This is an optimization exercise on Yosys and OpenROAD, whose aim is small area and a short achievable clock period, not a production implementation. At most, simulation tests tie the RTL to the original design; equivalence was not proved. Power and IR drop assume default switching activity. The flow treats the clock pin as an ideal source, which a real chip does not have.

==> inputs of v17 <==
==> flow/design.v (excerpt) <==
module eight_pt_fft(a0,a1,a2,a3,a4,a5,a6,a7,clk,rst,
                    y0,yr1,yi1,yr2,yi2,yr3,yi3,y4,yr5,yi5,yr6,yi6,yr7,yi7);
    input  [15:0] a0,a1,a2,a3,a4,a5,a6,a7;
    input  clk,rst;
    output [15:0] y0,yr1,yi1,yr2,yi2,yr3,yi3,y4,yr5,yi5,yr6,yi6,yr7,yi7;
    reg [2:0] cnt;
    always @(posedge clk)
        if (rst) cnt <= 3'd0;
        else if (cnt != 3'd6) cnt <= cnt + 3'd1;
    wire ok = (cnt == 3'd6) & ~rst;
    reg [15:0] x0;
    always @(posedge clk) x0 <= a0;
    reg [15:0] x1;
    always @(posedge clk) x1 <= a1;
    reg [15:0] x2;
    always @(posedge clk) x2 <= a2;
    reg [15:0] x3;
    always @(posedge clk) x3 <= a3;
    reg [15:0] x4;
    always @(posedge clk) x4 <= a4;
    reg [15:0] x5;
    always @(posedge clk) x5 <= a5;
    reg [15:0] x6;
    always @(posedge clk) x6 <= a6;
    reg [15:0] x7;
    always @(posedge clk) x7 <= a7;
    wire w_s0_p1 = x0[0] ^ x4[0];
    wire w_s0_p2 = x0[1] ^ x4[1];
    wire w_s0_p3 = x0[2] ^ x4[2];
    wire w_s0_p4 = x0[3] ^ x4[3];
    wire w_s0_p5 = x0[4] ^ x4[4];
    wire w_s0_p6 = x0[5] ^ x4[5];
    wire w_s0_p7 = x0[6] ^ x4[6];
    wire w_s0_p8 = x0[7] ^ x4[7];
    wire w_s0_p9 = x0[8] ^ x4[8];
    wire w_s0_p10 = x0[9] ^ x4[9];
    wire w_s0_p11 = x0[10] ^ x4[10];
    wire w_s0_p12 = x0[11] ^ x4[11];
    wire w_s0_p13 = x0[12] ^ x4[12];
  ...
Settings: LEC_CHECK=0, ABC_AREA=1, CAP_MARGIN=20, CORE_MARGIN=2, CORE_UTILIZATION=65, PLACE_DENSITY=0.75, SETUP_SLACK_MARGIN=2.0, SLEW_MARGIN=20; clock period 4.0 ns.
standard.sh (not shown) runs the stock make flow with config.mk's settings and CLKGATE_MAP_FILE= SYNTH_SCRIPT=/design/flow/synth_recipe.tcl, a recipe that flattens the netlist after the stock synthesis.
==> flow/flow/run.sh <==
#!/bin/bash
# Standard layout, except: synthesis maps adders to plain gates instead of the
# platform's full/half-adder cells (ADDER_MAP_FILE left empty); ports buffered with buf_2; clock tree without dummy loads.
# Registers, their names and cell types are the same as the standard synthesis.
set -euo pipefail
bash standard.sh ADDER_MAP_FILE= 'BUFFER_PORTS_ARGS=-buffer_cell sky130_fd_sc_hd__buf_2' 'CTS_ARGS=-sink_clustering_enable -repair_clock_nets -sink_clustering_size 24 -sink_clustering_max_diameter 50 -dont_use_dummy_load' finish > run_make.log 2>&1
==> inputs of v1, as changes to v17 <==
==> flow/flow/run.sh (replaced) <==
#!/bin/bash
# Standard layout, except: synthesis maps adders to plain gates instead of the
# platform's full/half-adder cells (ADDER_MAP_FILE left empty); ports buffered with buf_2.
# Registers, their names and cell types are the same as the standard synthesis.
set -euo pipefail
bash standard.sh ADDER_MAP_FILE= 'BUFFER_PORTS_ARGS=-buffer_cell sky130_fd_sc_hd__buf_2' finish > run_make.log 2>&1
- CTS_CLUSTER_DIAMETER: default -> 50
- CTS_CLUSTER_SIZE: default -> 24
- SETUP_SLACK_MARGIN: 2.0 -> 2.3
==> inputs of v25, as changes to v17 <==
==> flow/flow/run.sh (replaced) <==
#!/bin/bash
# Standard layout, except that synthesis maps adders to plain gates instead of
# the platform's full/half-adder cells (ADDER_MAP_FILE left empty). Registers,
# their names and cell types are the same as the standard synthesis.
set -euo pipefail
bash standard.sh ADDER_MAP_FILE= finish > run_make.log 2>&1
- CORE_UTILIZATION: 65 -> 40
- PLACE_DENSITY: 0.75 -> default
==> inputs of v31, as changes to v17 <==
==> flow/flow/run.sh (replaced) <==
#!/bin/bash
# Standard layout, except: synthesis maps adders to plain gates instead of the
# platform's full/half-adder cells (ADDER_MAP_FILE left empty); ports buffered with buf_2; clock tree without dummy loads.
# Registers, their names and cell types are the same as the standard synthesis.
set -euo pipefail
bash standard.sh ADDER_MAP_FILE= 'BUFFER_PORTS_ARGS=-buffer_cell sky130_fd_sc_hd__buf_2' 'CTS_ARGS=-sink_clustering_enable -repair_clock_nets -sink_clustering_size 16 -sink_clustering_max_diameter 40 -dont_use_dummy_load' finish > run_make.log 2>&1
==> flow_metrics.tcl <==
set metrics [dict create \
    status "complete, no violations" \
    clock_area_share_pct 4.39 \
    layout.area.seq_sq_um 19000 \
    swShare_pct 36.6 \
    row_count 84 \
    use_met3_pct 3.45 \
    slowest_delay_ps 390 \
    dp_cells 5208 \
    met2_usage_pct 40.3 \
    cts_setup_buffers 0 \
    syn_to_final_growth_pct 11.3 \
]
The numbers above come from v17.

==> flow_metrics.tcl <==
set metrics [dict create \
    cts_setup_buffers 0 \
    status "complete, no violations" \
    layout.area.seq_sq_um 19100 \
    syn_to_final_growth_pct 20.8 \
    row_count 108 \
    use_met3_pct 3.43 \
]
The numbers above come from v25.

==> flow_metrics.tcl <==
set metrics [dict create \
    slowest_delay_ps 360 \
    skew_ps 52.7 \
    final_nets 4757 \
    use_met3_pct 3.74 \
    yosysTopAreaCell "dfxtp_1" \
    syn_to_final_growth_pct 13.9 \
    status "complete, no violations" \
    met2_usage_pct 41.7 \
    cts_setup_buffers 0 \
    clock_area_share_pct 6.62 \
    swShare_pct 35.7 \
    dr_wl_met3_um 2470 \
    layout.area.seq_sq_um 19000 \
]
The numbers above come from v31.

==> flow_metrics.tcl <==
set metrics [dict create \
    status "complete, no violations" \
    use_met3_pct 4.00 \
    swShare_pct 38.6 \
    cts_setup_buffers 31 \
    clock_area_share_pct 5.35 \
    met2_usage_pct 42.4 \
    layout.area.seq_sq_um 19500 \
]
The numbers above come from v1.


---

==> job 2268: inputs <==
eight_pt_fft, a different RTL version from the one above (not shown whole).
make LEC_CHECK=0 CAP_MARGIN=20 CORE_MARGIN=2 CORE_UTILIZATION=40 SETUP_SLACK_MARGIN=2.0 SLEW_MARGIN=20 finish   # period 4.0 ns
run.sh (not shown) runs the stock make flow with config.mk's settings and CLKGATE_MAP_FILE= SYNTH_SCRIPT=/design/flow/synth_recipe.tcl, a recipe that flattens the netlist after the stock synthesis.
Stock flow here: none of the scripts above is used.
==> job 9360: changes against job 2268 <==
==> flow/flow/run.sh (new file) <==
#!/bin/bash
# Standard layout, except that synthesis maps adders to plain gates instead of
# the platform's full/half-adder cells (ADDER_MAP_FILE left empty). Registers,
# their names and cell types are the same as the standard synthesis.
set -euo pipefail
bash standard.sh ADDER_MAP_FILE= finish > run_make.log 2>&1
==> flow/standard.sh (new file) <==
#!/bin/bash
# synth_recipe.tcl (not shown) runs the flow's synth.tcl, then flattens the netlist and writes it again
# the make line also repeats each setting of config.mk as NAME=value (left out here)
make -C /OpenROAD-flow-scripts/flow DESIGN_CONFIG=/design/flow/config.mk WORK_HOME=/design/flow/orfs CLKGATE_MAP_FILE= SYNTH_SCRIPT=/design/flow/synth_recipe.tcl "${@:-finish}"
ABC_AREA = 1   (was default)
removed: flow/run.sh
==> qor summary <==
| metric | job 2268 | job 9360 |
|---|---|---|
| Most frequent cell after synthesis | dfxtp_1 | nand2_1 |
| Number of nets produced by synthesis | 3726 | 5345 |
| Top Consumer | combinational cells | registers |
| Synthesized area per cell | 11.4 µm² | 7.18 µm² |
| Count of nets after finishing | 4309 | 5718 |
| Number of filler cells placed in the layout | 7580 | 9335 |
| Maximum single-stage delay on the critical path | 0.42 ns | 0.36 ns |
| Post-Synth Adder-Cell Area | 0.196 | 0 |
| Non-clk bufs | 598 | 357 |
| Clock Skew | 0.0321 ns | 0.0223 ns |
| Worst setup timing slack at the placement stage | 0.259 ns | 1.30 ns |
| Total design power | 40.2 mW | 35.0 mW |
| Result of the run | timing/DRC/antenna clean | timing/DRC/antenna clean |
| Share of the final layout cell area in sequential cells | 0.398 | 0.427 |
| Worst slew margin relative to its limit | 0.532 | 0.584 |
| Number of cells on the worst reg-to-reg path | 9 | 11 |
| Count of instances resized after the clock tree is built | 1462 | 955 |
| Die height | 303 µm | 310 µm |
| Average vias per placed instance | 4.36 | 4.34 |
No functional check of the RTL was part of any run of this note.

---

==> run M: inputs <==
eight_pt_fft, a different RTL version from the one above (not shown whole).
Settings: LEC_CHECK=0, ABC_AREA=1, CAP_MARGIN=20, CORE_MARGIN=2, CORE_UTILIZATION=40, SETUP_SLACK_MARGIN=2.0, SLEW_MARGIN=20; clock period 4.0 ns.
standard.sh (not shown) runs the stock make flow with config.mk's settings and CLKGATE_MAP_FILE= SYNTH_SCRIPT=/design/flow/synth_recipe.tcl, a recipe that flattens the netlist after the stock synthesis.
==> flow/flow/run.sh <==
#!/bin/bash
# Standard layout, except that synthesis maps adders to plain gates instead of
# the platform's full/half-adder cells (ADDER_MAP_FILE left empty). Registers,
# their names and cell types are the same as the standard synthesis.
set -euo pipefail
bash standard.sh ADDER_MAP_FILE= finish > run_make.log 2>&1
==> run G (differences from run M) <==
==> flow/run.sh (new file) <==
#!/bin/bash
# synth_recipe.tcl (not shown) runs the flow's synth.tcl, then flattens the netlist and writes it again
# the make line also repeats each setting of config.mk as NAME=value (left out here)
make -C /OpenROAD-flow-scripts/flow DESIGN_CONFIG=/design/flow/config.mk WORK_HOME=/design/flow/orfs CLKGATE_MAP_FILE= SYNTH_SCRIPT=/design/flow/synth_recipe.tcl finish
Settings changed: ABC_AREA 1 to not set.
removed: flow/flow/run.sh
removed: flow/standard.sh
==> run D (differences from run M) <==
Settings changed: ABC_AREA 1 to not set.
==> metrics.md <==
| Metric | Value |
|---|---|
| FF-to-FF path depth | 11 |
| Clock latency (worst-skew pair) | 0.64 ns |
| Post-CTS resize count | 960 |
| Post-Route WL | 74900 um |
| Signal buffers | just over 400 |
| Status | complete, no violations |
| Grt met2 use | 27.6% |
| Core area | ~86000 um2 |
| Post-Synth Adder-Cell Area | 0% |
| Hpwl dp | 57000 um |
| Top Consumer | sequential cells |
| Commonest non-fill, non-tap cell in the layout | nand2_1 |
The numbers above come from run M.

==> metrics.md <==
| Metric | Value |
|---|---|
| Post-CTS resize count | 1531 |
| Top Consumer | combinational logic |
| Clock latency (worst-skew pair) | between 0.6 and 0.7 ns |
| Final antenna-violating net count | 0 |
| Signal buffers | 755 |
| Post-Synth Adder-Cell Area | 3.99% |
| Grt met2 use | around 30% |
| RR Startpoint | ep[0]$_DFF_P_ |
| Status | complete, no violations |
| FF-to-FF path depth | 11 |
| Internal | 27.6 mW |
| Period minus WS final | between 3 and 4 ns |
| Post-Route WL | 84100 um |
| Crit end category | flip-flop |
The numbers above come from run D.

==> metrics.md <==
| Metric | Value |
|---|---|
| FF-to-FF path depth | 9 |
| Clock latency (worst-skew pair) | 0.63 ns |
| Core area | slightly below 90000 um2 |
| Status | complete, no violations |
| Post-Synth Adder-Cell Area | a little under a quarter |
| Post-CTS resize count | 1373 |
| Post-Route WL | 77100 um |
| Commonest non-fill, non-tap cell in the layout | dfxtp_1 |
The numbers above come from run G.


---

==> job 7087: inputs <==
RTL: one of the versions met above, not the one the previous note started from.
Settings: LEC_CHECK=0, ABC_AREA=1, CAP_MARGIN=20, CORE_MARGIN=2, CORE_UTILIZATION=65, PLACE_DENSITY=0.75, SETUP_SLACK_MARGIN=2.0, SLEW_MARGIN=20; clock period 4.0 ns.
==> flow/flow/run.sh <==
#!/bin/bash
# Standard layout, except: synthesis maps adders to plain gates instead of the
# platform's full/half-adder cells (ADDER_MAP_FILE left empty); ports buffered with buf_2; clock tree without dummy loads.
# Registers, their names and cell types are the same as the standard synthesis.
set -euo pipefail
bash standard.sh ADDER_MAP_FILE= 'BUFFER_PORTS_ARGS=-buffer_cell sky130_fd_sc_hd__buf_2' 'CTS_ARGS=-sink_clustering_enable -repair_clock_nets -sink_clustering_size 32 -sink_clustering_max_diameter 60 -dont_use_dummy_load' finish > run_make.log 2>&1
==> inputs of job 9705, as changes to job 7087 <==
==> flow/flow/run.sh (replaced) <==
#!/bin/bash
# Standard layout, except: synthesis maps adders to plain gates instead of the
# platform's full/half-adder cells (ADDER_MAP_FILE left empty); ports buffered with buf_2.
# Registers, their names and cell types are the same as the standard synthesis.
set -euo pipefail
bash standard.sh ADDER_MAP_FILE= 'BUFFER_PORTS_ARGS=-buffer_cell sky130_fd_sc_hd__buf_2' finish > run_make.log 2>&1
CORE_UTILIZATION = 75   (was 65)
CTS_CLUSTER_DIAMETER = 50   (was not set)
CTS_CLUSTER_SIZE = 24   (was not set)
PLACE_DENSITY = 0.85   (was 0.75)
==> inputs of job 8066, as changes to job 7087 <==
==> flow/flow/run.sh (replaced) <==
#!/bin/bash
# Standard layout, except: synthesis maps adders to plain gates instead of the
# platform's full/half-adder cells (ADDER_MAP_FILE left empty); ports buffered with buf_2; clock tree without dummy loads.
# Registers, their names and cell types are the same as the standard synthesis.
set -euo pipefail
bash standard.sh ADDER_MAP_FILE= 'BUFFER_PORTS_ARGS=-buffer_cell sky130_fd_sc_hd__buf_2' 'CTS_ARGS=-sink_clustering_enable -repair_clock_nets -sink_clustering_size 24 -sink_clustering_max_diameter 50 -dont_use_dummy_load' finish > run_make.log 2>&1
SETUP_SLACK_MARGIN = 2.12   (was 2.0)
==> inputs of job 462, as changes to job 7087 <==
==> flow/flow/run.sh (replaced) <==
#!/bin/bash
# Standard layout, except: synthesis maps adders to plain gates instead of the
# platform's full/half-adder cells (ADDER_MAP_FILE left empty); ports buffered with buf_2; clock tree without dummy loads.
# Registers, their names and cell types are the same as the standard synthesis.
set -euo pipefail
bash standard.sh ADDER_MAP_FILE= 'BUFFER_PORTS_ARGS=-buffer_cell sky130_fd_sc_hd__buf_2' 'CTS_ARGS=-sink_clustering_enable -repair_clock_nets -sink_clustering_size 30 -sink_clustering_max_diameter 120 -dont_use_dummy_load' finish > run_make.log 2>&1
CORE_UTILIZATION = 58   (was 65)
PLACE_DENSITY = 0.68   (was 0.75)
==> comparison table <==
metric	job 8066	job 9705	job 462	job 7087
Number of rows in the core area	84	78	89	84
DRC violation total after the first TritonRoute iteration	1187	1524	1100	1118
Number of well taps	688	600	773	688
Filler Cell Count	3945	2633	5203	4308
Number of buffers inserted during clock tree synthesis	68	58	37	49
Worst Reg2Reg Path Length in Cells	12	14	15	10
Layout area overhead	16.0%	12.5%	9.26%	9.83%
Cell Area, Placed	36900 um2	36800 um2	37100 um2	36900 um2
Power attributed to combinational cells	11.1 mW	11.1 mW	10.5 mW	10.6 mW
Clock latency at the later pin of the worst-skew pair	610 ps	650 ps	600 ps	620 ps
Finished Layout Cells	5318	5232	5334	5257
Floorplan die height	235 um	219 um	249 um	235 um
Power in sequential cells	14.1 mW	14.1 mW	14.0 mW	14.0 mW
Weighted congestion reported at the end of routability-driven placement	0.896	0.903	0.868	0.896
Leakage power	21.4 nW	21.3 nW	20.7 nW	20.8 nW
Endpoint of the worst hold path	x2[11]	x6[0]	x6[11]	x2[11]
Sequential standard cell area	19200 um2	19100 um2	19000 um2	19000 um2
Maximum number of pins on one net before global-route repair	69	72	79	69
Worst slew margin relative to its limit	0.646	0.625	0.629	0.632
Share of the cycle needed by the critical path after routing	0.479	0.501	0.482	0.484
Shortest period the worst path allows	1920 ps	2000 ps	1930 ps	1940 ps
Full die area	55400 um2	48200 um2	62000 um2	55400 um2
Outcome	finished clean	finished clean	finished clean	finished clean
Fraction of area in registers	0.476	0.487	0.500	0.498
Depth of the CTS H-tree	3	2	2	2
GR Layer Usage met1	0.302	0.338	0.274	0.298

---

==> inputs of trial 63 <==
Starting RTL as in the previous note.
clock: 4.0 ns
lec_check: 0
abc_area: 1
cap_margin: 20
core_margin: 2
core_utilization: 65
place_density: 0.75
setup_slack_margin: 2.0
slew_margin: 20
==> flow/flow/run.sh <==
#!/bin/bash
# Standard layout, except: synthesis maps adders to plain gates instead of the
# platform's full/half-adder cells (ADDER_MAP_FILE left empty); ports buffered with buf_2; clock tree without dummy loads.
# Registers, their names and cell types are the same as the standard synthesis.
set -euo pipefail
bash standard.sh ADDER_MAP_FILE= 'BUFFER_PORTS_ARGS=-buffer_cell sky130_fd_sc_hd__buf_2' 'CTS_ARGS=-sink_clustering_enable -repair_clock_nets -sink_clustering_size 40 -sink_clustering_max_diameter 70 -dont_use_dummy_load' finish > run_make.log 2>&1
==> inputs of trial 56, as changes to trial 63 <==
==> flow/flow/run.sh (replaced) <==
#!/bin/bash
# Standard layout, except:
# - synthesis maps adders to plain gates instead of the platform's full/half-adder
#   cells (ADDER_MAP_FILE left empty);
# - ABC's area script gets a delay target (map -D 1400) so that it recovers area on
#   paths with slack;
# - ports are buffered with buf_2.
# Registers, their names and cell types are the same as the standard synthesis.
set -euo pipefail
rm -rf scripts_mod
cp -r "$FLOW_HOME/scripts" scripts_mod
printf 'strash\ndch\nmap -D 1400 -B 0.9\ntopo\nstime -c\nbuffer -c\nupsize -c\ndnsize -c\n' > scripts_mod/abc_area.script
bash standard.sh ADDER_MAP_FILE= SCRIPTS_DIR=$PWD/scripts_mod 'BUFFER_PORTS_ARGS=-buffer_cell sky130_fd_sc_hd__buf_2' finish > run_make.log 2>&1
CTS_CLUSTER_DIAMETER = 50   (was not set)
CTS_CLUSTER_SIZE = 24   (was not set)
==> run notes <==
- Trial 63 produced a clean layout. Trial 56 completed without violations.
- Between trial 56 and trial 63, the lower global-route usage is in trial 63 (gap 0.90 points).
- Via count: trial 56 is higher than trial 63 (about 2%).
- Between trial 56 and trial 63, the lower maximum frequency is in trial 63 (gap about 0.3%, measured against trial 63).
- In trial 56 the clock skew is lower than in trial 63, by 17 ps.
- In critical path depth, trial 56 and trial 63 do not differ.
- In sequential cell count, trial 63 and trial 56 do not differ.
==> figures <==
| item | trial 56 | trial 63 |
|---|---|---|
| Clock buffer count in the final layout | 80 | 38 |
| Worst slack on hold paths | 276 ps | 285 ps |
| Pwr Total | 32000 µW | 28900 µW |
| Total internal power | 20100 µW | 18000 µW |
| Least-Margin Pin Slew | 534 ps | 538 ps |
| Clock-cell share of area | 6.17% | 2.50% |
| First-pass GRT wire length | 106 mm | 102 mm |
| Status | timing/DRC/antenna clean | timing/DRC/antenna clean |
| Power share of the sequential group | 43.8% | 48.4% |
| Met2 wire length | 31.2 mm | 29.8 mm |
| Min Clock Period, post-route | 1920 ps | 1930 ps |
| Period utilization | 48.1% | 48.2% |
| Clock Pin Slew Worst Setup and Hold Paths | 90 ps | 120 ps |
| Detailed-route via count | 24800 | 24300 |

separate check: timing with driven ports:
In the flow no input, the clock included, has a driving cell. The finished layouts below were timed again as built, in two steps.
Step 1 (the two cells are an assumption about what drives the block):
set clk [get_ports {clk}]
set_driving_cell -lib_cell sky130_fd_sc_hd__clkbuf_16 $clk
set_driving_cell -lib_cell sky130_fd_sc_hd__buf_2 [delete_from_list [all_inputs] $clk]
Step 2 times the ports against the registers' clock, not the clock port: input delays grow and output delays shrink by t, the midpoint of the rising clock arrivals with the driver on.
Slacks: ideal ports / drivers / drivers and shift; pairs: ideal ports / drivers.
| run | t, ns | slack for setup (ns) | slew at the worst register clock pin (ns) |
|---|---|---|---|
| v17 | 0.646 | 2.067 / 2.006 / 1.666 | 0.09 / 0.09 |
| v1 | 0.670 | 2.078 / 2.013 / 2.016 | 0.09 / 0.09 |
| v25 | 0.705 | 2.061 / 1.994 / 1.473 | 0.07 / 0.07 |
| v31 | 0.689 | 2.060 / 1.999 / 1.651 | 0.07 / 0.07 |
| job 2268 | 0.696 | 1.417 / 1.417 / 0.978 | 0.06 / 0.06 |
| job 9360 | 0.720 | 2.044 / 1.978 / 1.387 | 0.07 / 0.07 |
| run M | 0.692 | 2.008 / 1.983 / 1.334 | 0.06 / 0.06 |
| run G | 0.690 | 1.408 / 1.408 / 0.791 | 0.07 / 0.07 |
| run D | 0.691 | 0.855 / 0.855 / 0.172 | 0.07 / 0.07 |
| job 7087 | 0.665 | 2.064 / 2.005 / 1.665 | 0.11 / 0.11 |
| job 9705 | 0.695 | 1.996 / 1.959 / 1.732 | 0.09 / 0.09 |
| job 8066 | 0.649 | 2.085 / 2.024 / 1.793 | 0.09 / 0.09 |
| job 462 | 0.645 | 2.072 / 2.010 / 1.691 | 0.12 / 0.12 |
| trial 63 | 0.645 | 2.070 / 2.013 / 1.718 | 0.13 / 0.13 |
| trial 56 | 0.660 | 2.076 / 2.018 / 1.645 | 0.09 / 0.09 |
After both steps every run listed still meets setup and hold. The setup slack of run D, which loses most, moves by 0.000 ns with the drivers and by -0.683 ns with both steps.
